What follows belongs to an exercise in optimizing a design on an open flow for small area; a production flow would make more cautious choices.
Only simulation tests tie the RTL to the original design; equivalence was not proved.
Power and IR drop assume default switching activity.

<file path="flow/config.mk">
export PLATFORM = sky130hd
export DESIGN_NAME = LTSSM
export DESIGN_NICKNAME = LTSSM
export VERILOG_FILES = /design/flow/design.v
export SDC_FILE = /design/flow/constraint.sdc
export NUM_CORES = 4
export LEC_CHECK = 0
export CAP_MARGIN = 20
export CORE_AREA = 10 10 390 390
export CTS_CLUSTER_DIAMETER = 80
export CTS_CLUSTER_SIZE = 28
export DIE_AREA = 0 0 400 400
export SLEW_MARGIN = 20
</file>
<file path="flow/constraint.sdc">
create_clock -name core_clock -period 8.0 [get_ports {clk}]
set_input_delay 1.6000 -clock core_clock [delete_from_list [all_inputs] [get_ports {clk}]]
set_output_delay 1.6000 -clock core_clock [all_outputs]
set_load 0.01 [all_outputs]
</file>
<file path="flow/design.v">
module core_fsm(
    input            clk,
    input            rst,
    input  [3:0]     elec_idle_break,
    output           rx_det_seq_req,    
    input  [3:0]     rx_det_seq_ack,
    input  [3:0]     rx_det_valid,
    output [3:0]     ts_info,
    output           ts_update,
    input            ts_update_ack,     
    output           linkup,
    input            tsa_p2c,           
    input            tsa_p_a2c,
    output           cfg_new,           
    input            tsa_cfg            
);
localparam DQ = 2'd0, DA = 2'd1, POLL = 2'd2, CFG = 2'd3;
reg [1:0]  st, st_n;
reg        ps, ps_n;
reg [2:0]  cs, cs_n;
reg        pulse, pulse_n;
reg [3:0]  ti, ti_n;
reg        upd, upd_n;
reg        req, req_n;
reg [2:0]  lcfg;                      
assign cfg_new = ts_info[3] & (ts_info[2:0] != lcfg);
always @(posedge clk) begin
    if (rst) lcfg <= 3'd0;
    else if (ts_info[3]) lcfg <= ts_info[2:0];
end
assign rx_det_seq_req = req;
assign ts_info = ti;
assign ts_update = upd;
assign linkup = (st == CFG) && (cs == 3'd5);
reg  [31:0] q;
wire [32:0] c;
assign c[0] = 1'b1;
genvar gi;
generate for (gi = 0; gi < 32; gi = gi + 1) begin : g_inc
    assign c[gi+1] = c[gi] & q[gi];
end endgenerate
wire timeout = c[32];
wire [31:0] load_val = (st == DQ) ? ~(32'd12000000 + 32'd1) : (st == DA) ? ~(32'd12000 + 32'd1) : ~(32'd24000 + 32'd1);
always @(posedge clk) begin
    if (rst)
        q <= 32'd0;
    else if (~pulse)
        q <= load_val;
    else
        q <= q ^ c[31:0];
end
always @(posedge clk) begin
    if (rst) begin
        st <= DQ; ps <= 1'b0; cs <= 3'd0; pulse <= 1'b0;
        ti <= 4'd0; upd <= 1'b0; req <= 1'b0;
    end else begin
        st <= st_n; ps <= ps_n; cs <= cs_n; pulse <= pulse_n;
        ti <= ti_n; upd <= upd_n; req <= req_n;
    end
end
always @* begin
    st_n = st; ps_n = ps; cs_n = cs; pulse_n = pulse; ti_n = ti; upd_n = upd; req_n = req;
    if (~pulse) begin
        pulse_n = 1'b1;
        if (st[1]) begin
            ti_n = st[0] ? {1'b1, cs} : {3'b001, ps};
            upd_n = 1'b1;
        end
    end else if (st[1]) begin
        upd_n = upd & ~ts_update_ack;
    end
    case (st)
        DQ: if (|elec_idle_break || timeout) begin
                st_n = DA; pulse_n = 1'b0; req_n = 1'b1;
            end
        DA: begin
                if (&rx_det_seq_ack) req_n = 1'b0;
                if (&rx_det_valid) begin
                    st_n = POLL; pulse_n = 1'b0; req_n = 1'b0;
                end else if (timeout) begin
                    st_n = DQ;
                end
            end
        POLL: begin
                if (~ps) begin
                    if (tsa_p_a2c) begin ps_n = 1'b1; pulse_n = 1'b0; end
                end else if (tsa_p2c) begin
                    st_n = CFG; ps_n = 1'b0; pulse_n = 1'b0;
                end
                if (timeout) st_n = DQ;
            end
        CFG: begin
                if (tsa_cfg && cs == lcfg && cs != 3'd5) begin
                    cs_n = cs + 3'd1; pulse_n = 1'b0;
                end
                if (timeout) st_n = DQ;
            end
    endcase
end
endmodule
module ts_gen #(parameter [7:0] LANE = 8'h01) (
    input                clk,
    input                rst,
    input  [3:0]         ts_info,
    input                ts_update,
    output               ts_update_ack,
    input                mode,
    output               to_tsa_ts_sent_enough,
    input  [7:0]         from_tsa_rcv_link_num,
    input                from_tsa_rcv_link_num_vld,
    input                from_tsa_rcv_lane_num_vld,
    output               to_tsa_update_ack,
    output               ts_valid,
    output [127:0]       ts,
    input                ts_tx_fifo_full
);
wire       is_poll = ~ts_info[3] & ts_info[1];
wire       is_cfg  = ts_info[3];
wire [2:0] sub     = ts_info[2:0];
wire       complete = (sub == 3'd4);
reg        gs, gs_n;
reg        tack, tack_n;
reg        uack, uack_n;
reg        se, se_n;
reg        vld, vld_n;
reg        lka, lka_n;
reg        lna, lna_n;
reg        t1, t1_n;           
reg        t2, t2_n;           
reg        p1, p1_n;           
reg        k1, k1_n;           
reg        p2, p2_n;           
reg        n2, n2_n;           
assign ts_update_ack = tack;
assign to_tsa_update_ack = uack;
assign to_tsa_ts_sent_enough = se;
assign ts_valid = vld;
wire tsa_update = from_tsa_rcv_link_num_vld | from_tsa_rcv_lane_num_vld;
reg  [10:0] left;
wire [11:0] b;
assign b[0] = ~ts_tx_fifo_full;
genvar gi;
generate for (gi = 0; gi < 11; gi = gi + 1) begin : g_dec
    assign b[gi+1] = b[gi] & ~left[gi];
end endgenerate
wire [10:0] target = is_poll ? (ts_info[0] ? 11'd16 : 11'd1024) : (complete ? 11'd16 : 11'd2);
wire ge = ~|left;
always @(posedge clk) begin
    if (~gs) left <= target;
    else     left <= left ^ b[10:0];
end
always @(posedge clk) begin
    if (rst) begin
        gs <= 1'b0; tack <= 1'b0; uack <= 1'b0; se <= 1'b0; vld <= 1'b0;
        lka <= 1'b0; lna <= 1'b0; t1 <= 1'b0; t2 <= 1'b0;
        p1 <= 1'b0; k1 <= 1'b0; p2 <= 1'b0; n2 <= 1'b0;
    end else begin
        gs <= gs_n; tack <= tack_n; uack <= uack_n; se <= se_n; vld <= vld_n;
        lka <= lka_n; lna <= lna_n; t1 <= t1_n; t2 <= t2_n;
        p1 <= p1_n; k1 <= k1_n; p2 <= p2_n; n2 <= n2_n;
    end
end
always @* begin
    gs_n = gs; tack_n = tack; uack_n = uack; se_n = se; vld_n = vld;
    lka_n = lka; lna_n = lna; t1_n = t1; t2_n = t2;
    p1_n = p1; k1_n = k1; p2_n = p2; n2_n = n2;
    if (~gs) begin
        if (ts_update | tsa_update) begin
            gs_n = 1'b1;
            tack_n = ts_update;
            uack_n = tsa_update;
            se_n = 1'b0;
            if (is_poll) begin
                t1_n = ~ts_info[0]; t2_n = ts_info[0];
                p1_n = 1'b1; k1_n = 1'b0; p2_n = 1'b1; n2_n = 1'b0;
            end else if (is_cfg) begin
                t1_n = ~complete; t2_n = complete;
                case (sub)
                    3'd0: begin
                        p1_n = mode; k1_n = 1'b0; p2_n = 1'b1; n2_n = 1'b0;
                    end
                    3'd1: begin
                        if (~mode) begin
                            p1_n = 1'b0; k1_n = 1'b0; p2_n = 1'b0; n2_n = 1'b1;
                        end else begin
                            p1_n = ~lka; k1_n = lka; p2_n = ~lna; n2_n = lna;
                        end
                    end
                    3'd2: begin
                        if (mode) begin
                            p1_n = 1'b0; k1_n = 1'b0; p2_n = ~lna; n2_n = lna;
                        end
                    end
                    3'd3, 3'd4: uack_n = 1'b0;
                    default: ;
                endcase
            end
        end
    end else begin
        tack_n = 1'b0;
        uack_n = 1'b0;
        if (ge) se_n = 1'b1;
        vld_n = ~ts_tx_fifo_full;
        if (ts_update & ~tack) begin
            gs_n = 1'b0; tack_n = 1'b1; se_n = 1'b0;
        end
        if (tsa_update & ~uack) begin
            gs_n = 1'b0; uack_n = 1'b1; se_n = 1'b0;
            if (from_tsa_rcv_link_num_vld) lka_n = 1'b1;
            if (from_tsa_rcv_lane_num_vld) lna_n = 1'b1;
        end
    end
end
wire       L  = t1 | t2;
wire [7:0] s0 = {L, 1'b0, L, L, L, L, 1'b0, 1'b0};            
wire [7:0] s1 = ({8{p1}} & 8'hF7) | ({8{k1}} & from_tsa_rcv_link_num);
wire [7:0] s2 = ({8{p2}} & 8'hF7) | ({8{n2}} & LANE);
wire [7:0] s3 = {8{L}};                                       
wire [7:0] s4 = {2'b00, L, L, L, L, L, 1'b0};                 
wire [7:0] s5 = 8'h00;
wire [7:0] sid = {1'b0, L, 2'b00, t1, t2, t1, t2};           
assign ts = {s0, s1, s2, s3, s4, s5, {10{sid}}};
endmodule
module tsa_ctl(
    input        clk,
    input        rst,
    input  [3:0] ts_info,
    input        ts_update,
    output       ts_update_ack,
    output       active,      
    output       upd_new,     
    output       t8,          
    output       et2,         
    output       e1_link,     
    output       e2_num,      
    output       m1,          
    output       m2,          
    output       ts2m         
);
wire       is_poll = ~ts_info[3] & ts_info[1];
wire       is_cfg  = ts_info[3];
wire [2:0] sub     = ts_info[2:0];
reg as, tack, rt8, ret2, re1, re2, rm1, rm2, rts2m;
assign ts_update_ack = tack;
assign active = as;
assign upd_new = ts_update & ~tack;
assign t8 = rt8; assign et2 = ret2; assign e1_link = re1; assign e2_num = re2;
assign m1 = rm1; assign m2 = rm2; assign ts2m = rts2m;
always @(posedge clk) begin
    if (rst) begin
        as <= 1'b0; tack <= 1'b0; rt8 <= 1'b0; ret2 <= 1'b0; re1 <= 1'b0; re2 <= 1'b0;
        rm1 <= 1'b0; rm2 <= 1'b0; rts2m <= 1'b0;
    end else if (~as) begin
        if (ts_update) begin
            as <= 1'b1;
            tack <= 1'b1;
            if (is_poll) begin
                rt8 <= 1'b1; ret2 <= ts_info[0]; re1 <= 1'b0; re2 <= 1'b0;
                rm1 <= 1'b0; rm2 <= 1'b0;
            end else if (is_cfg) begin
                rt8 <= (sub == 3'd0) | (sub == 3'd4);
                ret2 <= (sub == 3'd4);
                case (sub)
                    3'd0: begin rm1 <= 1'b1; rm2 <= 1'b0; re2 <= 1'b0; end
                    3'd1:   begin rm1 <= 1'b0; rm2 <= 1'b1; re1 <= 1'b1; end
                    3'd2:  begin rm1 <= 1'b0; rm2 <= 1'b1; rts2m <= 1'b1; end
                    3'd4: begin rm1 <= 1'b0; rm2 <= 1'b0; re1 <= 1'b1; re2 <= 1'b1; end
                    default: ;
                endcase
            end
        end
    end else begin
        tack <= 1'b0;
        if (ts_update & ~tack) begin
            as <= 1'b0;
            tack <= 1'b1;
        end
    end
end
endmodule
module tsa #(parameter [7:0] LANE = 8'h01) (
    input                clk,
    input                rst,
    input  [3:0]         ts_info,
    input                mode,
    input                active,
    input                upd_new,
    input                t8,
    input                et2,
    input                e1_link,
    input                e2_num,
    input                m1,
    input                m2,
    input                ts2m,
    input                to_tsa_ts_sent_enough,
    output [7:0]         to_tsg_rcv_link_num,
    output               to_tsg_rcv_link_num_vld,
    output               to_tsg_rcv_lane_num_vld,
    input                from_tsg_update_ack,
    input                remote_ts_valid,
    input  [127:0]       remote_ts,
    output               tsa_p_a2c,
    output               tsa_p2c,
    input                cfg_new,           
    output               tsa_cfg            
);
wire       is_poll = ~ts_info[3] & ts_info[1];
wire       is_cfg  = ts_info[3];
wire [2:0] sub     = ts_info[2:0];
reg [15:0] cnt;
reg        f_pa2c, f_p2c;
reg        f_cfg;
reg [7:0]  link_num, lane_num;
reg        link_vld, lane_vld, link_acq, lane_acq;
assign tsa_p_a2c = f_pa2c;
assign tsa_p2c = f_p2c;
assign tsa_cfg = f_cfg;
assign to_tsg_rcv_link_num = link_num;
assign to_tsg_rcv_link_num_vld = link_vld;
assign to_tsg_rcv_lane_num_vld = lane_vld;
wire [7:0] r0 = remote_ts[127:120];
wire [7:0] r1 = remote_ts[119:112];
wire [7:0] r2 = remote_ts[111:104];
wire [7:0] r3 = remote_ts[103:96];
wire [7:0] r4 = remote_ts[95:88];
wire [7:0] r5 = remote_ts[87:80];
reg all_ts1, all_ts2;
integer i;
always @* begin
    all_ts1 = 1'b1; all_ts2 = 1'b1;
    for (i = 0; i < 10; i = i + 1) begin
        all_ts1 = all_ts1 & (remote_ts[8*i +: 8] == 8'h4A);
        all_ts2 = all_ts2 & (remote_ts[8*i +: 8] == 8'h45);
    end
end
wire       r1_link = (r1 == link_num);
wire       r2_lane = (r2 == lane_num);
wire       r2_wl   = (r2 == LANE);
wire       r2_pad  = (r2 == 8'hF7);
wire       eq_c    = (r0 == 8'hBC) & (r3 == 8'hFF) & (r4 == 8'h3E) & (r5 == 8'h00);
wire       eq1     = e1_link ? r1_link : (r1 == 8'hF7);
wire       eq2     = e2_num ? (mode ? r2_lane : r2_wl) : r2_pad;
wire       eq_id   = et2 ? all_ts2 : all_ts1;
wire       base    = eq_c & eq_id;
wire       full    = base & eq1 & eq2;
wire       mm      = base & (m1 | eq1) & (m2 | eq2);
wire       ts2ok   = (~ts2m | (eq_c & eq1)) & all_ts2;
wire       ge      = t8 ? |cnt[15:3] : |cnt[15:1];
wire       v       = remote_ts_valid;
wire       vm      = v & mm;
wire       usp_ln  = v & (mm ? ~r2_lane : (r2_lane & ts2ok));
reg inc, clr;
always @* begin
    inc = 1'b0; clr = 1'b0;
    if (is_poll) begin
        inc = v & full;
        if (upd_new) clr = 1'b1;
        else if (ge & (to_tsa_ts_sent_enough | ~t8)) clr = 1'b1;
    end
    if (is_cfg) begin
        case (sub)
            3'd0: begin
                inc = vm & (mode | (r1 == 8'h00));
                if (ge) clr = 1'b1;
            end
            3'd1: begin
                if (~mode) clr = 1'b1;
                else begin
                    inc = vm & (lane_acq | r2_wl);
                    if (ge) clr = 1'b1;
                end
            end
            3'd2, 3'd3: begin
                if (~mode) inc = vm & ((sub == 3'd2) ? ~r2_pad : r2_wl);
                else inc = usp_ln;
                if (ge) clr = 1'b1;
            end
            3'd4: begin
                inc = vm;
                if (ge & to_tsa_ts_sent_enough) clr = 1'b1;
            end
            default: ;
        endcase
        if (upd_new) clr = 1'b1;
    end
end
wire [16:0] cc;
assign cc[0] = inc;
genvar gi;
generate for (gi = 0; gi < 16; gi = gi + 1) begin : g_inc
    assign cc[gi+1] = cc[gi] & cnt[gi];
end endgenerate
always @(posedge clk) begin
    cnt <= (cnt ^ cc[15:0]) & {16{active & ~clr}};
end
always @(posedge clk) begin
    if (rst) begin
        f_pa2c <= 1'b0; f_p2c <= 1'b0; f_cfg <= 1'b0;
        link_num <= 8'd0; lane_num <= 8'd0;
        link_vld <= 1'b0; lane_vld <= 1'b0; link_acq <= 1'b0; lane_acq <= 1'b0;
    end else begin
        if (cfg_new) f_cfg <= 1'b0;
        if (active) begin
        if (is_poll & ~upd_new & ge & (to_tsa_ts_sent_enough | ~t8)) begin
            f_pa2c <= ~ts_info[0];
            f_p2c <= ts_info[0];
        end
        if (is_cfg) begin
            case (sub)
                3'd0: begin
                    if (ge) f_cfg <= 1'b1;
                    if (mode) begin
                        if (~link_acq) begin
                            if (vm) begin
                                link_num <= r1; link_vld <= 1'b1; link_acq <= 1'b1;
                            end
                        end else if (from_tsg_update_ack) begin
                            link_vld <= 1'b0;
                        end
                    end
                end
                3'd1: begin
                    if (~mode | ge) f_cfg <= 1'b1;
                    if (mode) begin
                        if (~lane_acq) begin
                            if (vm) begin
                                lane_num <= r2; lane_vld <= r2_wl; lane_acq <= r2_wl;
                            end
                        end else if (from_tsg_update_ack) begin
                            lane_vld <= 1'b0;
                        end
                    end
                end
                3'd2, 3'd3: if (ge) f_cfg <= 1'b1;
                3'd4: if (ge & to_tsa_ts_sent_enough) f_cfg <= 1'b1;
                default: ;
            endcase
        end
        end
    end
end
endmodule
module LTSSM(
    input            clk,  
    input            rst,
    input            mode,  
    input            lane0_rx_det,
    input            lane1_rx_det,
    input            lane2_rx_det,
    input            lane3_rx_det,
    input            lane0_idle_break,
    input            lane1_idle_break,
    input            lane2_idle_break,
    input            lane3_idle_break,
    output           lane0_rx_det_seq_req,
    output           lane1_rx_det_seq_req,
    output           lane2_rx_det_seq_req,
    output           lane3_rx_det_seq_req,
    input            lane0_rx_det_seq_ack,
    input            lane1_rx_det_seq_ack,
    input            lane2_rx_det_seq_ack,
    input            lane3_rx_det_seq_ack,
    input[127:0]     lane0_ts_i,
    input            lane0_ts_i_vld,
    output[127:0]    lane0_ts_o,
    output           lane0_ts_o_vld,
    input[127:0]     lane1_ts_i,
    input            lane1_ts_i_vld,
    output[127:0]    lane1_ts_o,
    output           lane1_ts_o_vld,
    input[127:0]     lane2_ts_i,
    input            lane2_ts_i_vld,
    output[127:0]    lane2_ts_o,
    output           lane2_ts_o_vld,
    input[127:0]     lane3_ts_i,
    input            lane3_ts_i_vld,
    output[127:0]    lane3_ts_o,
    output           lane3_ts_o_vld,
    input            lane0_tx_fifo_full,
    input            lane1_tx_fifo_full,
    input            lane2_tx_fifo_full,
    input            lane3_tx_fifo_full,
    output[5:0]      curr_speed,
    output           linkup
);
wire [3:0]  ts_info;
wire        ts_update;
wire        req;
wire [3:0]  gen_ack;
wire        rx_ack;
wire        active, upd_new, t8, et2, e1_link, e2_num, m1, m2, ts2m;
wire [3:0]  p_a2c, p2c, fcfg;
wire        cfg_new;
assign curr_speed = 6'h01;
assign {lane3_rx_det_seq_req, lane2_rx_det_seq_req, lane1_rx_det_seq_req, lane0_rx_det_seq_req} = {4{req}};
core_fsm core_fsm_u(
    .clk             (clk),
    .rst             (rst),
    .elec_idle_break ({lane3_idle_break, lane2_idle_break, lane1_idle_break, lane0_idle_break}),
    .rx_det_seq_req  (req),
    .rx_det_seq_ack  ({lane3_rx_det_seq_ack, lane2_rx_det_seq_ack, lane1_rx_det_seq_ack, lane0_rx_det_seq_ack}),
    .rx_det_valid    ({lane3_rx_det, lane2_rx_det, lane1_rx_det, lane0_rx_det}),
    .ts_info         (ts_info),
    .ts_update       (ts_update),
    .ts_update_ack   (&gen_ack & rx_ack),
    .linkup          (linkup),
    .tsa_p2c         (&p2c),
    .tsa_p_a2c       (&p_a2c),
    .cfg_new         (cfg_new),
    .tsa_cfg         (&fcfg)
);
tsa_ctl tsa_ctl_u(
    .clk           (clk),
    .rst           (rst),
    .ts_info       (ts_info),
    .ts_update     (ts_update),
    .ts_update_ack (rx_ack),
    .active        (active),
    .upd_new       (upd_new),
    .t8            (t8),
    .et2           (et2),
    .e1_link       (e1_link),
    .e2_num        (e2_num),
    .m1            (m1),
    .m2            (m2),
    .ts2m          (ts2m)
);
wire [7:0] lane0_link_num;
wire       lane0_link_vld, lane0_lane_vld, lane0_sent_enough, lane0_uack;
ts_gen #(.LANE(8'h01)) ts_gen_u0(
    .clk                       (clk),
    .rst                       (rst),
    .ts_info                   (ts_info),
    .ts_update                 (ts_update),
    .ts_update_ack             (gen_ack[0]),
    .mode                      (mode),
    .to_tsa_ts_sent_enough     (lane0_sent_enough),
    .from_tsa_rcv_link_num     (lane0_link_num),
    .from_tsa_rcv_link_num_vld (lane0_link_vld),
    .from_tsa_rcv_lane_num_vld (lane0_lane_vld),
    .to_tsa_update_ack         (lane0_uack),
    .ts_valid                  (lane0_ts_o_vld),
    .ts                        (lane0_ts_o),
    .ts_tx_fifo_full           (lane0_tx_fifo_full)
);
tsa #(.LANE(8'h01)) u_tsa_u0(
    .clk                     (clk),
    .rst                     (rst),
    .ts_info                 (ts_info),
    .mode                    (mode),
    .active                  (active),
    .upd_new                 (upd_new),
    .t8                      (t8),
    .et2                     (et2),
    .e1_link                 (e1_link),
    .e2_num                  (e2_num),
    .m1                      (m1),
    .m2                      (m2),
    .ts2m                    (ts2m),
    .to_tsa_ts_sent_enough   (lane0_sent_enough),
    .to_tsg_rcv_link_num     (lane0_link_num),
    .to_tsg_rcv_link_num_vld (lane0_link_vld),
    .to_tsg_rcv_lane_num_vld (lane0_lane_vld),
    .from_tsg_update_ack     (lane0_uack),
    .remote_ts_valid         (lane0_ts_i_vld),
    .remote_ts               (lane0_ts_i),
    .tsa_p_a2c               (p_a2c[0]),
    .tsa_p2c                 (p2c[0]),
    .cfg_new                 (cfg_new),
    .tsa_cfg                 (fcfg[0])
);
wire [7:0] lane1_link_num;
wire       lane1_link_vld, lane1_lane_vld, lane1_sent_enough, lane1_uack;
ts_gen #(.LANE(8'h02)) ts_gen_u1(
    .clk                       (clk),
    .rst                       (rst),
    .ts_info                   (ts_info),
    .ts_update                 (ts_update),
    .ts_update_ack             (gen_ack[1]),
    .mode                      (mode),
    .to_tsa_ts_sent_enough     (lane1_sent_enough),
    .from_tsa_rcv_link_num     (lane1_link_num),
    .from_tsa_rcv_link_num_vld (lane1_link_vld),
    .from_tsa_rcv_lane_num_vld (lane1_lane_vld),
    .to_tsa_update_ack         (lane1_uack),
    .ts_valid                  (lane1_ts_o_vld),
    .ts                        (lane1_ts_o),
    .ts_tx_fifo_full           (lane1_tx_fifo_full)
);
tsa #(.LANE(8'h02)) u_tsa_u1(
    .clk                     (clk),
    .rst                     (rst),
    .ts_info                 (ts_info),
    .mode                    (mode),
    .active                  (active),
    .upd_new                 (upd_new),
    .t8                      (t8),
    .et2                     (et2),
    .e1_link                 (e1_link),
    .e2_num                  (e2_num),
    .m1                      (m1),
    .m2                      (m2),
    .ts2m                    (ts2m),
    .to_tsa_ts_sent_enough   (lane1_sent_enough),
    .to_tsg_rcv_link_num     (lane1_link_num),
    .to_tsg_rcv_link_num_vld (lane1_link_vld),
    .to_tsg_rcv_lane_num_vld (lane1_lane_vld),
    .from_tsg_update_ack     (lane1_uack),
    .remote_ts_valid         (lane1_ts_i_vld),
    .remote_ts               (lane1_ts_i),
    .tsa_p_a2c               (p_a2c[1]),
    .tsa_p2c                 (p2c[1]),
    .cfg_new                 (cfg_new),
    .tsa_cfg                 (fcfg[1])
);
wire [7:0] lane2_link_num;
wire       lane2_link_vld, lane2_lane_vld, lane2_sent_enough, lane2_uack;
ts_gen #(.LANE(8'h04)) ts_gen_u2(
    .clk                       (clk),
    .rst                       (rst),
    .ts_info                   (ts_info),
    .ts_update                 (ts_update),
    .ts_update_ack             (gen_ack[2]),
    .mode                      (mode),
    .to_tsa_ts_sent_enough     (lane2_sent_enough),
    .from_tsa_rcv_link_num     (lane2_link_num),
    .from_tsa_rcv_link_num_vld (lane2_link_vld),
    .from_tsa_rcv_lane_num_vld (lane2_lane_vld),
    .to_tsa_update_ack         (lane2_uack),
    .ts_valid                  (lane2_ts_o_vld),
    .ts                        (lane2_ts_o),
    .ts_tx_fifo_full           (lane2_tx_fifo_full)
);
tsa #(.LANE(8'h04)) u_tsa_u2(
    .clk                     (clk),
    .rst                     (rst),
    .ts_info                 (ts_info),
    .mode                    (mode),
    .active                  (active),
    .upd_new                 (upd_new),
    .t8                      (t8),
    .et2                     (et2),
    .e1_link                 (e1_link),
    .e2_num                  (e2_num),
    .m1                      (m1),
    .m2                      (m2),
    .ts2m                    (ts2m),
    .to_tsa_ts_sent_enough   (lane2_sent_enough),
    .to_tsg_rcv_link_num     (lane2_link_num),
    .to_tsg_rcv_link_num_vld (lane2_link_vld),
    .to_tsg_rcv_lane_num_vld (lane2_lane_vld),
    .from_tsg_update_ack     (lane2_uack),
    .remote_ts_valid         (lane2_ts_i_vld),
    .remote_ts               (lane2_ts_i),
    .tsa_p_a2c               (p_a2c[2]),
    .tsa_p2c                 (p2c[2]),
    .cfg_new                 (cfg_new),
    .tsa_cfg                 (fcfg[2])
);
wire [7:0] lane3_link_num;
wire       lane3_link_vld, lane3_lane_vld, lane3_sent_enough, lane3_uack;
ts_gen #(.LANE(8'h08)) ts_gen_u3(
    .clk                       (clk),
    .rst                       (rst),
    .ts_info                   (ts_info),
    .ts_update                 (ts_update),
    .ts_update_ack             (gen_ack[3]),
    .mode                      (mode),
    .to_tsa_ts_sent_enough     (lane3_sent_enough),
    .from_tsa_rcv_link_num     (lane3_link_num),
    .from_tsa_rcv_link_num_vld (lane3_link_vld),
    .from_tsa_rcv_lane_num_vld (lane3_lane_vld),
    .to_tsa_update_ack         (lane3_uack),
    .ts_valid                  (lane3_ts_o_vld),
    .ts                        (lane3_ts_o),
    .ts_tx_fifo_full           (lane3_tx_fifo_full)
);
tsa #(.LANE(8'h08)) u_tsa_u3(
    .clk                     (clk),
    .rst                     (rst),
    .ts_info                 (ts_info),
    .mode                    (mode),
    .active                  (active),
    .upd_new                 (upd_new),
    .t8                      (t8),
    .et2                     (et2),
    .e1_link                 (e1_link),
    .e2_num                  (e2_num),
    .m1                      (m1),
    .m2                      (m2),
    .ts2m                    (ts2m),
    .to_tsa_ts_sent_enough   (lane3_sent_enough),
    .to_tsg_rcv_link_num     (lane3_link_num),
    .to_tsg_rcv_link_num_vld (lane3_link_vld),
    .to_tsg_rcv_lane_num_vld (lane3_lane_vld),
    .from_tsg_update_ack     (lane3_uack),
    .remote_ts_valid         (lane3_ts_i_vld),
    .remote_ts               (lane3_ts_i),
    .tsa_p_a2c               (p_a2c[3]),
    .tsa_p2c                 (p2c[3]),
    .cfg_new                 (cfg_new),
    .tsa_cfg                 (fcfg[3])
);
endmodule
</file>
<file path="flow/flow/run.sh">
#!/bin/bash
# Standard layout with two changes:
#  - synthesis maps the logic with an area-oriented ABC script (flow/abc_area.script);
#    the registers and every other synthesis step are the standard ones;
#  - the port buffers are the smallest buffer cell.
set -euo pipefail
{ head -n 1 synth_recipe.tcl; cat flow/abc_wrap.tcl; tail -n +2 synth_recipe.tcl; } > area_synth.tcl
export FLOW_ABC_SCRIPT="$PWD/flow/abc_area.script"
export BUFFER_PORTS_ARGS="-buffer_cell sky130_fd_sc_hd__buf_1"
bash standard.sh SYNTH_SCRIPT="$PWD/area_synth.tcl" finish > standard.log 2>&1
</file>
<file path="flow/flow/abc_area.script">
&get -n
&st
&syn2
&dch -f
&nf -a -R 1000
&st
&dch -f
&nf -a -R 1000
&put
topo
stime -c
dnsize -c
</file>
<file path="flow/flow/abc_wrap.tcl">
# Run ABC with the area-oriented script given in FLOW_ABC_SCRIPT instead of
# the one the standard synthesis picks; everything else stays as it is.
proc abc {args} {
  set i [lsearch -exact $args -script]
  if { $i >= 0 } {
    lset args [expr { $i + 1 }] $::env(FLOW_ABC_SCRIPT)
  }
  puts "abc (area script): $args"
  yosys abc {*}$args
}
</file>
<file path="flow/standard.sh">
#!/bin/bash
# synth_recipe.tcl (not shown) runs the flow's synth.tcl, then flattens the netlist and writes it again
# the make line also repeats each setting of config.mk as NAME=value (left out here)
make -C /OpenROAD-flow-scripts/flow DESIGN_CONFIG=/design/flow/config.mk WORK_HOME=/design/flow/orfs CLKGATE_MAP_FILE= SYNTH_SCRIPT=/design/flow/synth_recipe.tcl "${@:-finish}"
</file>
==> summary.txt, run 1 <==
worst hold path class reg2reg; transition time of the tightest slew-check pin 1.11 ns; number of filler instances in the final layout 16364; cell with the biggest individual delay on the critical path sky130_fd_sc_hd__nor3_1; antenna violations before repair 25; Area growth, synth to finish 18.9%; Max Fclk 0.137 GHz; startpoint of the worst register-to-register path core_fsm_u.q[0]$_SDFF_PP0_; Arrival @ worst endpoint 7.75 ns; first-pass GRT wire length 120000 um; Clock Sink Count 309; largest net degree at the start of global routing 190; number of synthesized register bits 309; utilization after layout 0.163; Synth cell types 55; type of the worst setup path in2reg; CP max stage delay 0.86 ns; number of DRC violations after detailed-routing iteration 0 1349; Post-Syn Area per Cell 8.30 um2; final critical delay including setup and external delays 7.29 ns; clock insertion delay at the later pin of the skew report 0.57 ns; number of flops mapped to enable cells by yosys 0; number of clock buffers inserted by TritonCTS 19; number of placed instances with taps included 4879; portion of the clock cycle consumed by the worst path in the final layout 0.912; TritonCTS clock tree built; multi-input combinational cell area 10200 um2; hold buffers post-CTS 0; vias after detailed routing 18673; final std cells w/o fill 4910; Clock Tree Root sky130_fd_sc_hd__clkbuf_16; RSZ-0062 raised after global routing false; cell with the most instances on the worst path sky130_fd_sc_hd__ha_1; Top Ports 1062; All-Layer GR Usage 0.0996; initial cell density of the core 0.137; global placement routability congestion 0.934; worst hold path depth 1; data required time of the critical path 8.46 ns; number of global-route vias before repair 17507; type of origin of the critical path input pin; number of setup buffers added after CTS 0; fraction of synthesized cell area taken by the top area cell type 0.315; static power due to leakage 0.00861 uW; sequential element share of the synthesized area 0.315; leading cell type by number of instances after synthesis sky130_fd_sc_hd__buf_4; Die Footprint 160000 um2; wire length per cell 17.9 um; horizontal die dimension 400 um; ratio of cells with drive above 1 in the final layout 0.0253; yosys warns 10; worst path bufs/invs 3; clk slew on worst S/H paths 0.11 ns; register cell area after layout 6190 um2; height of the die 400 um; worst slack on hold paths 0.434 ns; depth of the CTS H-tree 1; buffers from clock root to sink, at most 3; most area-hungry cell type in the Yosys netlist sky130_fd_sc_hd__dfxtp_1; total of endpoints with negative setup slack in the final report 0; drt total wl 87900 um; overflow left after global routing 0; Fin Clk Skew 0.0462 ns; count of standard-cell rows 139; hold path startpoint core_fsm_u.q[0]$_SDFF_PP0_; endpoint of the worst-slack reg-to-reg timing path core_fsm_u.st[0]$_SDFFE_PP0P_; largest cells by area after synthesis sky130_fd_sc_hd__dfxtp_1, sky130_fd_sc_hd__buf_4, sky130_fd_sc_hd__ha_1; endpoint with the worst hold slack core_fsm_u.q[0]$_SDFF_PP0_; Via-to-Cell Ratio 3.80; core area 143000 um2; Netlist Area Pre-Place 19600 um2; kind of cell with the highest combined delay on the critical path adder cells; Pwr per Cell Area 130 nW/um2; detailed placer's ending HPWL 76200 um; Worst setup EP type flop; normalized max-slew margin 0.255; Post-Place Setup Slack 0.125 ns; DR DRC count 0; Async S/R FF share, synth 0; number of violations of the max-capacitance limit 0; Final Slew Violations 0; first drt pass iteration count 6; top cells by count, synth sky130_fd_sc_hd__buf_4, sky130_fd_sc_hd__dfxtp_1, sky130_fd_sc_hd__nor2_1; number of nets with antenna violations after detailed routing 0; main flop type after synthesis sky130_fd_sc_hd__dfxtp_1; outcome complete, no violations; path depth of the worst reg2reg path 35; post_cts resized 0; worst vdd rail ir drop 0.129 mV; instance count of the mapped netlist 2363; setup slack on the worst flop-to-flop path 1.13 ns; CP max FO 2; Worst Setup Slack, final 0.707 ns; Final Hold Fails 0; quantity of I/O buffers inserted on ports 876; fin nets 3665
-- metrics by stage --
stage,TNS (ns),area (um2),total power [uW]
after CTS,0,23300,3070
after floorplan,0,20300,1810
after global routing,0,23300,3160
after detailed placement,0,22600,1930
final,0,23300,3020
after global placement,-0.0244,22600,1930
-- cell usage in the layout (no fill, tap or decap), drive strengths merged, types with 66 or more instances in the layout --
cell type / count
clkinv: 92
buf: 915
nor2b: 74
a21oi: 120
conb: 185
nand4: 66
nor2: 287
ha: 133
nor3: 107
nand2: 114
dfxtp: 309
-- flip-flops by register name, summed over array words and instances (netlist names), 11 cells and up --
name / flops
core_fsm_u.q: 32
ts_gen_u0.left: 11
ts_gen_u1.left: 11
ts_gen_u2.left: 11
ts_gen_u3.left: 11
u_tsa_u0.cnt: 16
u_tsa_u1.cnt: 16
u_tsa_u2.cnt: 16
u_tsa_u3.cnt: 16
-- layer usage --
layer / share of wire / up-vias / wire length, um / global-route usage
met5: 0.00099 / - / 87 / 0
met4: 0.014 / 12 / 1270 / 0.0166
met3: 0.096 / 78 / 8430 / 0.0233
met2: 0.46 / 883 / 40500 / 0.164
met1: 0.43 / 8773 / 37500 / 0.133
li1: - / 8927 / - / -
-- cell families after synthesis --
logic type / Yosys count / share of synthesized area
AOI/OAI and AO/OA: 315 / 0.103
xor gates and xnor gates: 51 / 0.0228
adders and majority gates: 133 / 0.0848
buffers and inverters: 573 / 0.203
DFF: 309 / 0.315
muxes: 41 / 0.0209
other: 2 / 0.000383
and+or+nand+nor: 939 / 0.250
-- cell type report --
type                       instances  share of cell area
sequential                       309               0.265
timing repair buffer             916               0.155
multi-input combinational       1664               0.436
clock buffer                      19              0.0204
inverter                          87              0.0140
clock inverter                    10             0.00762
antenna                            2            0.000215
tap                             1903               0.102
-- report_power, final --
part           internal, uW  switching [uW]
Clock                   478             641
Combinational           118             214
Sequential             1560            18.0
-- how the worst max path moves through the flow --
| stage | start | slack, ns | cells past startpoint | endpoint |
|---|---|---|---|---|
| 4_1_cts | lane1_ts_i[52] | 0.74 | 31 | u_tsa_u1.cnt[15]$_DFF_P_ |
| 2_1_floorplan | lane3_ts_i[25] | 1.40 | 30 | u_tsa_u3.cnt[15]$_DFF_P_ |
| 3_3_place_gp | lane1_ts_i[52] | -0.02 | 31 | u_tsa_u1.cnt[15]$_DFF_P_ |
| 3_5_place_dp | lane1_ts_i[52] | 0.12 | 31 | u_tsa_u1.cnt[15]$_DFF_P_ |
| 6_report | lane1_ts_i[53] | 0.71 | 31 | u_tsa_u1.cnt[15]$_DFF_P_ |
| 5_1_grt | lane2_ts_i[26] | 0.40 | 34 | u_tsa_u2.cnt[15]$_DFF_P_ |
==> run 2, diff against run 1 <==
==> flow/config.mk (replaced) <==
export PLATFORM = sky130hd
export DESIGN_NAME = LTSSM
export DESIGN_NICKNAME = LTSSM
export VERILOG_FILES = /design/flow/design.v
export SDC_FILE = /design/flow/constraint.sdc
export NUM_CORES = 4
export LEC_CHECK = 0
export CAP_MARGIN = 20
export CORE_AREA = 10 10 250 250
export DIE_AREA = 0 0 260 260
export SLEW_MARGIN = 20
==> run 2 against run 1 <==
The run now fails in 3_2_place_iop. Synthesized area unchanged. Synthesized cell count unchanged.
==> summary.txt, run 2 <==
Post-Syn Area per Cell 8.30 um2 (unchanged); instance count of the mapped netlist 2363 (unchanged); compound-gate portion of the synthesized area 0.103 (unchanged); leading cell type by number of instances after synthesis sky130_fd_sc_hd__buf_4; number of flops mapped to enable cells by yosys 0 (unchanged); first reported error [ERROR PPL-0024] Number of IO pins (1062) exceeds maximum number of available positions (936). Increase the die perimeter from 1040.00um to 1444.32um.; dominant combinational cell family by area after synthesis simple AND/OR/NAND/NOR gates; fraction of the mapped netlist area in simple logic gates 0.250 (unchanged); top cells by count, synth sky130_fd_sc_hd__buf_4, sky130_fd_sc_hd__dfxtp_1, sky130_fd_sc_hd__nor2_1; initial cell density of the core 0.346 (+0.209); horizontal die dimension 260 um (-35%); Synth cell types 55 (unchanged); number of synthesized register bits 309 (unchanged); Post-Synth XOR/XNOR Area 0.0228 (unchanged); most area-hungry cell type in the Yosys netlist sky130_fd_sc_hd__dfxtp_1; largest cells by area after synthesis sky130_fd_sc_hd__dfxtp_1, sky130_fd_sc_hd__buf_4, sky130_fd_sc_hd__ha_1; Async S/R FF share, synth 0 (unchanged); main flop type after synthesis sky130_fd_sc_hd__dfxtp_1; height of the die 260 um (-35%); sequential element share of the synthesized area 0.315 (unchanged); Last stage 3_2_place_iop; count of standard-cell rows 87 (-37%); fraction of synthesized cell area taken by the top area cell type 0.315 (unchanged); outcome did not finish; share of synthesized cell area in full adder, half adder and majority cells 0.0848 (unchanged); Netlist Area Pre-Place 19600 um2 (unchanged); proportion of synthesized area in mux cells 0.0209 (unchanged); yosys warns 10 (unchanged)
==> run 2: logic make-up after synthesis <==
logic type                 after synthesis
AOI/OAI and AO/OA                      315
muxes                                   41
buffers and inverters                  573
xor gates and xnor gates                51
other                                    2
adders and majority gates              133
and+or+nand+nor                        939
DFF                                    309
==> run 3, diff against run 2 <==
--- a/flow/flow/run.sh
+++ b/flow/flow/run.sh
@@ -7,4 +7,6 @@
 { head -n 1 synth_recipe.tcl; cat flow/abc_wrap.tcl; tail -n +2 synth_recipe.tcl; } > area_synth.tcl
 export FLOW_ABC_SCRIPT="$PWD/flow/abc_area.script"
 export BUFFER_PORTS_ARGS="-buffer_cell sky130_fd_sc_hd__buf_1"
+export SKIP_REPAIR_TIE_FANOUT=1
+export CTS_ARGS="-sink_clustering_enable -repair_clock_nets -sink_clustering_size 24 -sink_clustering_max_diameter 60 -dont_use_dummy_load"
 bash standard.sh SYNTH_SCRIPT="$PWD/area_synth.tcl" finish > standard.log 2>&1
--- a/flow/config.mk
+++ b/flow/config.mk
@@ -6,6 +6,6 @@
 export NUM_CORES = 4
 export LEC_CHECK = 0
 export CAP_MARGIN = 20
-export CORE_AREA = 10 10 250 250
-export DIE_AREA = 0 0 260 260
+export CORE_AREA = 10 10 390 390
+export DIE_AREA = 0 0 400 400
 export SLEW_MARGIN = 20
==> run 3 against run 2 <==
The run now finishes clean. Synthesized cell count unchanged. Synthesized area stayed put.
==> summary.txt, run 3 <==
startpoint of the worst register-to-register path core_fsm_u.q[0]$_SDFF_PP0_; count of standard-cell rows 139 (+60%); worst vdd rail ir drop 0.146 mV; Max Fclk 0.138 GHz; post-layout power 3110 uW; number of setup buffers added after CTS 0; RSZ-0062 raised after global routing false; power spent charging and discharging nets 801 uW; Final Hold Fails 0; most frequent standard cell in the layout excluding fill and tap cells sky130_fd_sc_hd__buf_1; Levels on crit path 31; sequential element share of the synthesized area 0.315 (unchanged); buffers from clock root to sink, at most 3; CP max stage delay 0.57 ns; fin nets 3484; yosys warns 10 (unchanged); largest cells by area after synthesis sky130_fd_sc_hd__dfxtp_1, sky130_fd_sc_hd__buf_4, sky130_fd_sc_hd__ha_1; DR DRC count 0; instance count of the mapped netlist 2363 (unchanged); overflow left after global routing 0; final std cells w/o fill 4735; area of all placed cells without fillers 22700 um2; number of nets with antenna violations after detailed routing 0; portion of the clock cycle consumed by the worst path in the final layout 0.908; share of synthesized cell area in full adder, half adder and majority cells 0.0848 (unchanged); number of flops mapped to enable cells by yosys 0 (unchanged); leading cell type by number of instances after synthesis sky130_fd_sc_hd__buf_4; Synth cell types 55 (unchanged); total of endpoints with negative setup slack in the final report 0; Post-Place Setup Slack -0.0259 ns; post_cts resized 0; number of violations of the max-capacitance limit 0; depth of the CTS H-tree 1; Pwr per Cell Area 137 nW/um2; ratio of cells with drive above 1 in the final layout 0.0238; Worst Setup Slack, final 0.736 ns; Netlist Area Pre-Place 19600 um2 (unchanged); setup slack on the worst flop-to-flop path 1.07 ns; core area 143000 um2; number of filler instances in the final layout 16409; type of the worst setup path in2reg; proportion of synthesized area in mux cells 0.0209 (unchanged); detailed placer's ending HPWL 74500 um; Arrival @ worst endpoint 7.71 ns; quantity of I/O buffers inserted on ports 876; Top Ports 1062; number of global-route vias before repair 17579; Worst setup EP type flop; share of power burned in registers 0.507; hold buffers post-CTS 0; Clock Sink Count 309; final critical delay including setup and external delays 7.26 ns; TritonCTS clock tree built; static power due to leakage 0.00803 uW; type of origin of the critical path input pin; kind of cell with the highest combined delay on the critical path adder cells; transition time of the tightest slew-check pin 1.21 ns; cell with the biggest individual delay on the critical path sky130_fd_sc_hd__nor4b_1; clk slew on worst S/H paths 0.10 ns; Placed Area 21900 um2; main flop type after synthesis sky130_fd_sc_hd__dfxtp_1; Final Slew Violations 0; number of DRC violations after detailed-routing iteration 0 1150; first drt pass iteration count 5; fraction of the mapped netlist area in simple logic gates 0.250 (unchanged); number of flip-flops under the largest register name 32; dominant combinational cell family by area after synthesis simple AND/OR/NAND/NOR gates; normalized max-slew margin 0.191; endpoint of the worst-slack reg-to-reg timing path core_fsm_u.st[0]$_SDFFE_PP0P_; global placement routability congestion 0.949; first-pass GRT wire length 118000 um; drt total wl 86300 um; path depth of the worst reg2reg path 35; Die Footprint 160000 um2; Fin Clk Skew 0.104 ns; Via-to-Cell Ratio 3.79; Async S/R FF share, synth 0 (unchanged); number of placed instances with taps included 4688; share of total power in the clock network 0.388; number of synthesized register bits 309 (unchanged); horizontal die dimension 400 um (+54%); internal power 2300 uW; antenna violations before repair 35; fraction of power spent switching nets 0.258; Area growth, synth to finish 15.7%; vias after detailed routing 17927; wire length per cell 18.2 um; height of the die 400 um (+54%); Clock Tree Root sky130_fd_sc_hd__clkbuf_16; most area-hungry cell type in the Yosys netlist sky130_fd_sc_hd__dfxtp_1; fraction of synthesized cell area taken by the top area cell type 0.315 (unchanged); cell with the most instances on the worst path sky130_fd_sc_hd__ha_1; Post-Synth XOR/XNOR Area 0.0228 (unchanged); number of clock buffers inserted by TritonCTS 29; Post-Syn Area per Cell 8.30 um2 (unchanged); outcome complete, no violations; top cells by count, synth sky130_fd_sc_hd__buf_4, sky130_fd_sc_hd__dfxtp_1, sky130_fd_sc_hd__nor2_1; power share of the combinational group 0.105; Worst setup startpoint lane1_ts_i[20]; clock insertion delay at the later pin of the skew report 0.63 ns; initial cell density of the core 0.137 (-0.209); compound-gate portion of the synthesized area 0.103 (unchanged); largest reg by FF count core_fsm_u.q; timing endpoint of the critical path u_tsa_u1.cnt[15]$_DFF_P_; All-Layer GR Usage 0.0993; worst hold path class reg2reg; data required time of the critical path 8.45 ns; worst path bufs/invs 3; largest net degree at the start of global routing 185; worst slack on hold paths 0.431 ns; CP max FO 2; leading cell types in the layout, fill and taps excluded sky130_fd_sc_hd__buf_1, sky130_fd_sc_hd__dfxtp_1, sky130_fd_sc_hd__nor2_1, sky130_fd_sc_hd__ha_1, sky130_fd_sc_hd__a21oi_1
-- run 3: cell counts after synthesis --
No cell type changed its count.
-- run 3: worst reg2reg max path: cells and delay by family (launching register included) --
kind                     cells  cell delay (ns)
adder cells (fa/ha/maj)     31             5.71
AO/OA/AOI/OAI                2             0.21
flip-flops                   1             0.33
AND/OR/NAND/NOR              2             0.47
-- run 3: final cells by class --
type | instances | area (um2) | area share
well taps | 1903 | 2380 | 0.105
multi-input cells | 1481 | 9490 | 0.418
repair buffers | 908 | 3540 | 0.156
flip-flops and latches | 309 | 6190 | 0.273
inverters | 87 | 327 | 0.0144
clock buffers | 29 | 726 | 0.0320
diodes | 18 | 45.0 | 0.00198
-- run 3: kinds of logic after synthesis --
group           Yosys count
buf+inv                 573
fa+ha+maj               133
mux                      41
xor+xnor                 51
compound gates          315
simple gates            939
other cells               2
flops                   309
-- run 3: through the flow --
stage	utilization	TNS (ns)
finish	0.158	0
global route	0.158	0
CTS	0.158	0
detailed placement	0.153	-0.0259
global placement	0.153	0
floorplan	-	0
-- run 3: power groups by stage --
stage | Clock (uW) | Combinational (uW) | Sequential, uW
3_3_place_gp | 0 | 322 | 1610
3_5_place_dp | 0 | 324 | 1610
6_report | 1210 | 325 | 1580
5_1_grt | 1310 | 363 | 1580
4_1_cts | 1270 | 325 | 1580
2_1_floorplan | 0 | 201 | 1610
-- run 3: worst min path at each step --
stage | slack (ns) | start | cells after the start | to
after floorplan | 0.40 | core_fsm_u.q[0]$_SDFF_PP0_ | 1 | core_fsm_u.q[0]$_SDFF_PP0_
after global placement | 0.41 | core_fsm_u.q[0]$_SDFF_PP0_ | 1 | core_fsm_u.q[0]$_SDFF_PP0_
after detailed placement | 0.42 | core_fsm_u.q[0]$_SDFF_PP0_ | 1 | core_fsm_u.q[0]$_SDFF_PP0_
after CTS | 0.43 | core_fsm_u.q[0]$_SDFF_PP0_ | 1 | core_fsm_u.q[0]$_SDFF_PP0_
after global routing | 0.46 | core_fsm_u.q[0]$_SDFF_PP0_ | 1 | core_fsm_u.q[0]$_SDFF_PP0_
final | 0.43 | core_fsm_u.q[0]$_SDFF_PP0_ | 1 | core_fsm_u.q[0]$_SDFF_PP0_
-- run 3: metal layers --
layer	track usage	routed length, um	share of wire	vias to the layer above
li1	-	-	-	8790
met1	0.121	36000	0.42	8366
met2	0.168	41500	0.48	673
met3	0.0297	7210	0.084	82
met4	0.0266	1530	0.018	16
met5	0.00696	90	0.0010	-
==> run 4, diff against run 3 <==
==> flow/flow/run.sh (replaced) <==
#!/bin/bash
# Standard layout (standard.sh) with these changes:
#  - synthesis maps the logic with an area-oriented ABC script (flow/abc_area.script);
#    the registers and every other synthesis step are the standard ones;
#  - the port buffers are the smallest buffer cell (every port still gets one);
#  - one tie cell drives all constant outputs instead of one tie cell each;
#  - clock tree: larger sink clusters and no dummy loads.
set -euo pipefail
{ head -n 1 synth_recipe.tcl; cat flow/abc_wrap.tcl; tail -n +2 synth_recipe.tcl; } > area_synth.tcl
export FLOW_ABC_SCRIPT="$PWD/flow/abc_area.script"
export BUFFER_PORTS_ARGS="-buffer_cell sky130_fd_sc_hd__buf_1"
export SKIP_REPAIR_TIE_FANOUT=1
export CTS_ARGS="-sink_clustering_enable -repair_clock_nets -sink_clustering_size 28 -sink_clustering_max_diameter 80 -dont_use_dummy_load"
bash standard.sh SYNTH_SCRIPT="$PWD/area_synth.tcl" finish > standard.log 2>&1
--- a/flow/config.mk
+++ b/flow/config.mk
@@ -5,7 +5,7 @@
 export SDC_FILE = /design/flow/constraint.sdc
 export NUM_CORES = 4
 export LEC_CHECK = 0
-export CAP_MARGIN = 20
+export CAP_MARGIN = 0
 export CORE_AREA = 10 10 390 390
 export DIE_AREA = 0 0 400 400
-export SLEW_MARGIN = 20
+export SLEW_MARGIN = 0
==> run 4 against run 3 <==
Still clean. Critical endpoint unchanged. Core utilization shrank 0.13 points. Die area is the same. Sequential share of layout area rose by 0.23 points. Sequential power is essentially flat. Highest routed layer unchanged. First-iteration DRC count is 6.2% lower. Synthesized cell count is the same. Critical path depth stayed put.
==> summary.txt, run 4 <==
Die Footprint 160000 um2 (unchanged); main flop type after synthesis sky130_fd_sc_hd__dfxtp_1; DR DRC count 0 (unchanged); sequential element share of the synthesized area 0.315 (unchanged); RSZ-0062 raised after global routing false; clock insertion delay at the later pin of the skew report 0.60 ns (-0.03 ns); most frequent standard cell in the layout excluding fill and tap cells sky130_fd_sc_hd__buf_1; fraction of power spent switching nets 0.263 (+0.00530); Top Ports 1062 (unchanged); internal power 2160 uW (-6.3%); largest net degree at the start of global routing 185 (unchanged); portion of the clock cycle consumed by the worst path in the final layout 0.903 (-0.00466); Final Hold Fails 0 (unchanged); utilization after layout 0.157 (-0.00134); All-Layer GR Usage 0.0990 (-0.000256); outcome complete, no violations; setup TNS 0 ns (unchanged); TritonCTS clock tree built; Max Fclk 0.138 GHz (+0.52%); wire length per cell 18.2 um (about the same); type of origin of the critical path input pin; Worst setup EP type flop; Netlist Area Pre-Place 19600 um2 (unchanged); Placed Area 21900 um2 (unchanged); number of DRC violations after detailed-routing iteration 0 1079 (-6.2%); Post-Syn Area per Cell 8.30 um2 (unchanged); number of nets with antenna violations after detailed routing 0 (unchanged); core area 143000 um2 (unchanged); kind of cell with the highest combined delay on the critical path adder cells; static power due to leakage 0.00794 uW (-1.1%); Clock Tree Root sky130_fd_sc_hd__clkbuf_16; Area growth, synth to finish 14.7%; most area-hungry cell type in the Yosys netlist sky130_fd_sc_hd__dfxtp_1; fraction of synthesized cell area taken by the top area cell type 0.315 (unchanged); clk slew on worst S/H paths 0.10 ns (about the same); number of setup buffers added after CTS 0 (unchanged); yosys warns 10 (unchanged); drt total wl 86100 um (-0.22%); top cells by count, synth sky130_fd_sc_hd__buf_4, sky130_fd_sc_hd__dfxtp_1, sky130_fd_sc_hd__nor2_1; largest reg by FF count core_fsm_u.q; transition time of the tightest slew-check pin 1.22 ns (+0.00876 ns); ratio of cells with drive above 1 in the final layout 0.0207 (-0.00315); share of total power in the clock network 0.352 (-0.036); first-pass GRT wire length 118000 um (-0.22%); number of flip-flops under the largest register name 32 (unchanged); leading cell types in the layout, fill and taps excluded sky130_fd_sc_hd__buf_1, sky130_fd_sc_hd__dfxtp_1, sky130_fd_sc_hd__nor2_1, sky130_fd_sc_hd__ha_1, sky130_fd_sc_hd__a21oi_1; worst vdd rail ir drop 0.154 mV (+5.3%); Async S/R FF share, synth 0 (unchanged); cell with the most instances on the worst path sky130_fd_sc_hd__ha_1; Via-to-Cell Ratio 3.78 (-0.25%); power spent charging and discharging nets 772 uW (-3.7%); setup slack on the worst flop-to-flop path 1.06 ns (about the same); horizontal die dimension 400 um (unchanged); cell with the biggest individual delay on the critical path sky130_fd_sc_hd__nor4b_1; Fin Clk Skew 0.108 ns (+0.00443 ns); largest cells by area after synthesis sky130_fd_sc_hd__dfxtp_1, sky130_fd_sc_hd__buf_4, sky130_fd_sc_hd__ha_1; global placement routability congestion 0.949 (unchanged); worst path bufs/invs 3 (unchanged); CP max FO 2 (unchanged); Clock Sink Count 309 (unchanged); initial cell density of the core 0.137 (unchanged); CP max stage delay 0.57 ns (about the same); type of the worst setup path in2reg; number of clock buffers inserted by TritonCTS 22 (-24%); Pwr per Cell Area 130 nW/um2 (-4.8%); vias after detailed routing 17856 (-0.40%); Synth cell types 55 (unchanged); Arrival @ worst endpoint 7.68 ns (-0.03 ns); count of standard-cell rows 139 (unchanged); total of endpoints with negative setup slack in the final report 0 (unchanged); share of power burned in registers 0.537 (+0.030); number of synthesized register bits 309 (unchanged); area of all placed cells without fillers 22500 um2 (-0.85%); quantity of I/O buffers inserted on ports 876 (unchanged); power share of the combinational group 0.111 (+0.006); Final Slew Violations 0 (unchanged); height of the die 400 um (unchanged); number of violations of the max-capacitance limit 0 (unchanged); number of global-route vias before repair 17486 (-0.53%); leading cell type by number of instances after synthesis sky130_fd_sc_hd__buf_4; final critical delay including setup and external delays 7.23 ns (-0.0373 ns); first drt pass iteration count 5 (unchanged); data required time of the critical path 8.45 ns (about the same); instance count of the mapped netlist 2363 (unchanged); normalized max-slew margin 0.181 (-0.0103); post_cts resized 0 (unchanged); worst hold path class reg2reg; overflow left after global routing 0 (unchanged); hold buffers post-CTS 0 (unchanged); buffers from clock root to sink, at most 3 (unchanged); detailed placer's ending HPWL 74500 um (unchanged); antenna violations before repair 35 (unchanged); number of flops mapped to enable cells by yosys 0 (unchanged); depth of the CTS H-tree 1 (unchanged); fin nets 3477 (-0.20%)
-- run 4: changes by cell type in the layout (fill, tap and decap cells not counted), sizes merged --
cell / delta
clkbuf: -7
-- run 4: worst paths after layout --
| check | start | to | cells past startpoint |
|---|---|---|---|
| max reg2reg | core_fsm_u.q[0]$_SDFF_PP0_ | core_fsm_u.st[0]$_SDFFE_PP0P_ | 35 |
| min reg2reg | core_fsm_u.q[0]$_SDFF_PP0_ | core_fsm_u.q[0]$_SDFF_PP0_ | 1 |
| min | core_fsm_u.q[0]$_SDFF_PP0_ | core_fsm_u.q[0]$_SDFF_PP0_ | 1 |
| max | lane1_ts_i[20] | u_tsa_u1.cnt[15]$_DFF_P_ | 31 |
-- run 4: layout make-up --
class / count / area, um2
Fill cell: 16425 / 121000
Timing Repair Buffer: 908 / 3540
Inverter: 87 / 327
Antenna cell: 18 / 45.0
Tap cell: 1903 / 2380
Sequential cell: 309 / 6190
Multi-Input combinational cell: 1481 / 9470
Clock buffer: 22 / 551
-- run 4: layer usage --
| layer | global-route usage | vias to the layer above | wire length, um |
|---|---|---|---|
| li1 | - | 8764 | - |
| met1 | 0.121 | 8306 | 36000 |
| met2 | 0.168 | 682 | 41400 |
| met3 | 0.0297 | 88 | 7100 |
| met4 | 0.0250 | 16 | 1560 |
| met5 | 0.00696 | - | 91 |
-- run 4: logic make-up after synthesis --
kind of cell | synth area share
and+or+nand+nor | 0.250
buffers and inverters | 0.203
AOI/OAI and AO/OA | 0.103
DFF | 0.315
adders and majority gates | 0.0848
xor gates and xnor gates | 0.0228
muxes | 0.0209
other | 0.000383
-- run 4: power groups by stage --
stage                     Sequential (uW)  Clock, uW  Combinational, uW
after floorplan                      1610          0                201
after global placement               1610          0                322
after detailed placement             1610          0                324
after CTS                            1580       1090                326
after global routing                 1580       1130                363
final                                1570       1030                324
-- run 4: metrics by stage --
step,worst slack [ns],power [uW],hold WS [ns],instances
finish,0.773,2930,0.440,4728
global route,0.241,3070,0.464,4726
CTS,0.571,2990,0.434,4710
detailed placement,-0.0259,1930,0.417,4688
global placement,0.0698,1930,0.409,4688
floorplan,1.40,1810,0.398,2363
==> run 5, diff against run 4 <==
--- a/flow/config.mk
+++ b/flow/config.mk
@@ -5,7 +5,7 @@
 export SDC_FILE = /design/flow/constraint.sdc
 export NUM_CORES = 4
 export LEC_CHECK = 0
-export CAP_MARGIN = 0
+export CAP_MARGIN = 20
 export CORE_AREA = 10 10 390 390
 export DIE_AREA = 0 0 400 400
-export SLEW_MARGIN = 0
+export SLEW_MARGIN = 20
==> run 5 against run 4 <==
Still clean. Synthesized cell count stayed put. First-iteration DRC count is 1.9% higher. Register-to-register slack hardly changed. Die area stayed put. Clock skew is 0.0019 ns lower. Core utilization hardly changed. Largest power group unchanged. Highest routed layer unchanged.
==> summary.txt, run 5 <==
outcome complete, no violations; horizontal die dimension 400 um (unchanged); share of power burned in registers 0.537 (about the same); most area-hungry cell type in the Yosys netlist sky130_fd_sc_hd__dfxtp_1; top cells by count, synth sky130_fd_sc_hd__buf_4, sky130_fd_sc_hd__dfxtp_1, sky130_fd_sc_hd__nor2_1; Clock Sink Count 309 (unchanged); overflow left after global routing 0 (unchanged); number of nets with antenna violations after detailed routing 0 (unchanged); worst vdd rail ir drop 0.154 mV (about the same); first drt pass iteration count 5 (unchanged); worst hold path class reg2reg; antenna violations before repair 35 (unchanged); number of violations of the max-capacitance limit 0 (unchanged); TritonCTS clock tree built; Netlist Area Pre-Place 19600 um2 (unchanged); static power due to leakage 0.00794 uW (about the same); detailed placer's ending HPWL 74500 um (unchanged); timing endpoint of the critical path u_tsa_u1.cnt[15]$_DFF_P_; clk slew on worst S/H paths 0.11 ns (about the same); Levels on crit path 31 (unchanged); depth of the CTS H-tree 1 (unchanged); height of the die 400 um (unchanged); count of standard-cell rows 139 (unchanged); number of placed instances with taps included 4688 (unchanged); Top Ports 1062 (unchanged); RSZ-0062 raised after global routing false; normalized max-slew margin 0.222 (+0.0403); Worst setup startpoint lane1_ts_i[20]; post_cts resized 0 (unchanged); Max Fclk 0.138 GHz (about the same); power share of the combinational group 0.111 (about the same); number of DRC violations after detailed-routing iteration 0 1099 (+1.9%); wire length per cell 18.2 um (about the same); most frequent standard cell in the layout excluding fill and tap cells sky130_fd_sc_hd__buf_1; post-layout power 2930 uW (about the same); Pwr per Cell Area 130 nW/um2 (about the same); final critical delay including setup and external delays 7.22 ns (-0.00293 ns); type of origin of the critical path input pin; number of setup buffers added after CTS 0 (unchanged); fraction of power spent switching nets 0.264 (+0.000548); largest cells by area after synthesis sky130_fd_sc_hd__dfxtp_1, sky130_fd_sc_hd__buf_4, sky130_fd_sc_hd__ha_1; cell with the biggest individual delay on the critical path sky130_fd_sc_hd__nor4b_1; vias after detailed routing 17881 (+0.14%); total of endpoints with negative setup slack in the final report 0 (unchanged); worst path bufs/invs 3 (unchanged); fraction of met1 tracks used by global routing 0.121 (unchanged); clock insertion delay at the later pin of the skew report 0.60 ns (about the same); portion of the clock cycle consumed by the worst path in the final layout 0.903 (about the same); Via-to-Cell Ratio 3.78 (+0.16%); largest reg by FF count core_fsm_u.q; global placement routability congestion 0.949 (unchanged); final std cells w/o fill 4727 (-0.021%); number of flops mapped to enable cells by yosys 0 (unchanged); number of clock buffers inserted by TritonCTS 22 (unchanged); global routing's busiest layer met2; Die Footprint 160000 um2 (unchanged); buffers from clock root to sink, at most 3 (unchanged); Post-Syn Area per Cell 8.30 um2 (unchanged); leading cell type by number of instances after synthesis sky130_fd_sc_hd__buf_4; core area 143000 um2 (unchanged); path depth of the worst reg2reg path 35 (unchanged); number of flip-flops under the largest register name 32 (unchanged); type of the worst setup path in2reg; number of global-route vias before repair 17486 (unchanged); power spent charging and discharging nets 774 uW (+0.29%); transition time of the tightest slew-check pin 1.16 ns (-0.0627 ns); quantity of I/O buffers inserted on ports 876 (unchanged); initial cell density of the core 0.137 (unchanged); Async S/R FF share, synth 0 (unchanged); Synth cell types 55 (unchanged); drt total wl 86100 um (about the same); Final Hold Fails 0 (unchanged); internal power 2160 uW (about the same); Final Slew Violations 0 (unchanged); startpoint of the worst register-to-register path core_fsm_u.q[0]$_SDFF_PP0_; number of synthesized register bits 309 (unchanged); grt met3 use 0.0297 (unchanged); Area growth, synth to finish 14.8% (about the same); endpoint of the worst-slack reg-to-reg timing path core_fsm_u.st[0]$_SDFFE_PP0P_; data required time of the critical path 8.45 ns (about the same); largest net degree at the start of global routing 185 (unchanged); All-Layer GR Usage 0.0990 (unchanged); cell with the most instances on the worst path sky130_fd_sc_hd__ha_1; fraction of synthesized cell area taken by the top area cell type 0.315 (unchanged); fin nets 3477 (unchanged); kind of cell with the highest combined delay on the critical path adder cells; DR DRC count 0 (unchanged); Clock Tree Root sky130_fd_sc_hd__clkbuf_16; sequential element share of the synthesized area 0.315 (unchanged); Arrival @ worst endpoint 7.68 ns (about the same); setup slack on the worst flop-to-flop path 1.06 ns (about the same); first-pass GRT wire length 118000 um (unchanged); hold buffers post-CTS 0 (unchanged); Fin Clk Skew 0.106 ns (-0.00194 ns); ratio of cells with drive above 1 in the final layout 0.0214 (+0.000713); CP max FO 2 (unchanged); leading cell types in the layout, fill and taps excluded sky130_fd_sc_hd__buf_1, sky130_fd_sc_hd__dfxtp_1, sky130_fd_sc_hd__nor2_1, sky130_fd_sc_hd__ha_1, sky130_fd_sc_hd__a21oi_1; Worst setup EP type flop; instance count of the mapped netlist 2363 (unchanged); global-route track usage on met2 0.168 (unchanged); main flop type after synthesis sky130_fd_sc_hd__dfxtp_1; share of total power in the clock network 0.353 (about the same); CP max stage delay 0.57 ns (about the same); yosys warns 10 (unchanged)
[run 5: metal layers]
layer  wire [um]  vias to the layer above
met5          91                        -
met4        1540                       16
met3        7090                       82
met2       41400                      670
met1       36000                     8346
li1            -                     8767
[run 5: power groups by stage]
stage / Sequential, uW / Clock [uW] / Combinational [uW]
floorplan: 1610 / 0 / 201
global placement: 1610 / 0 / 322
detailed placement: 1610 / 0 / 324
CTS: 1580 / 1090 / 326
global route: 1580 / 1130 / 363
finish: 1570 / 1030 / 325
[run 5: cells by family after synthesis]
logic type	share of synthesized area
AOI/OAI and AO/OA	0.103
xor gates and xnor gates	0.0228
adders and majority gates	0.0848
buffers and inverters	0.203
DFF	0.315
muxes	0.0209
other	0.000383
and+or+nand+nor	0.250
[run 5: per-stage QoR]
stage / hold WS, ns / setup TNS (ns) / cell area, um2 / utilization / setup slack (ns)
finish: 0.433 / 0 / 22500 / 0.157 / 0.776
global route: 0.464 / 0 / 22500 / 0.157 / 0.242
CTS: 0.434 / 0 / 22500 / 0.157 / 0.571
detailed placement: 0.417 / -0.0259 / 21900 / 0.153 / -0.0259
global placement: 0.409 / 0 / 21900 / 0.153 / 0.0698
floorplan: 0.398 / 0 / 19600 / - / 1.40
[run 5: how the worst min path moves through the flow]
| stage | start | end | slack [ns] | depth (start not counted) |
|---|---|---|---|---|
| floorplan | core_fsm_u.q[0]$_SDFF_PP0_ | core_fsm_u.q[0]$_SDFF_PP0_ | 0.40 | 1 |
| global placement | core_fsm_u.q[0]$_SDFF_PP0_ | core_fsm_u.q[0]$_SDFF_PP0_ | 0.41 | 1 |
| detailed placement | core_fsm_u.q[0]$_SDFF_PP0_ | core_fsm_u.q[0]$_SDFF_PP0_ | 0.42 | 1 |
| CTS | core_fsm_u.q[0]$_SDFF_PP0_ | core_fsm_u.q[0]$_SDFF_PP0_ | 0.43 | 1 |
| global route | core_fsm_u.q[0]$_SDFF_PP0_ | core_fsm_u.q[0]$_SDFF_PP0_ | 0.46 | 1 |
| finish | core_fsm_u.q[0]$_SDFF_PP0_ | core_fsm_u.q[0]$_SDFF_PP0_ | 0.43 | 1 |
[run 5: area by class of cell]
type                    instances  area (um2)
repair buffers                908        3540
flip-flops and latches        309        6190
well taps                    1903        2380
diodes                         17        42.5
fillers                     16425      121000
inverters                      87         327
multi-input cells            1481        9490
clock buffers                  22         551
[run 5: worst reg2reg max path, delay by kind of cell, from the launching register on]
family                   cells  cell delay (ns)
flip-flops                   1             0.33
adder cells (fa/ha/maj)     31             5.71
AND/OR/NAND/NOR              2             0.48
AO/OA/AOI/OAI                2             0.21

## static timing again, ports no longer ideal
Ports are ideal in the flow. The routed layouts listed here were re-timed in OpenROAD. Step 1 (the two cells are an assumption about what drives the block):
set clk [get_ports {clk}]
set_driving_cell -lib_cell sky130_fd_sc_hd__clkbuf_16 $clk
set_driving_cell -lib_cell sky130_fd_sc_hd__buf_2 [delete_from_list [all_inputs] $clk]
Step 2 also shifts input and output timing later by t, the mid clock arrival at the registers, as if the neighbouring blocks saw the same clock. Slacks: ideal ports / drivers / drivers and shift; pairs: ideal ports / drivers.
run	t (ns)	setup WS [ns]	worst register clock-pin slew, ns	worst slew at a driven data input, ns
run 1	0.621	0.707 / 0.746 / 0.125	0.11 / 0.11	0.24
run 3	0.641	0.736 / 0.773 / 0.132	0.10 / 0.10	0.25
run 4	0.612	0.773 / 0.810 / 0.198	0.11 / 0.11	0.25
run 5	0.611	0.776 / 0.813 / 0.202	0.11 / 0.11	0.25
After both steps setup and hold are still met in every run listed. For run 3, which loses most, drivers alone change the setup slack by +0.037 ns; drivers and shift together by -0.604 ns.
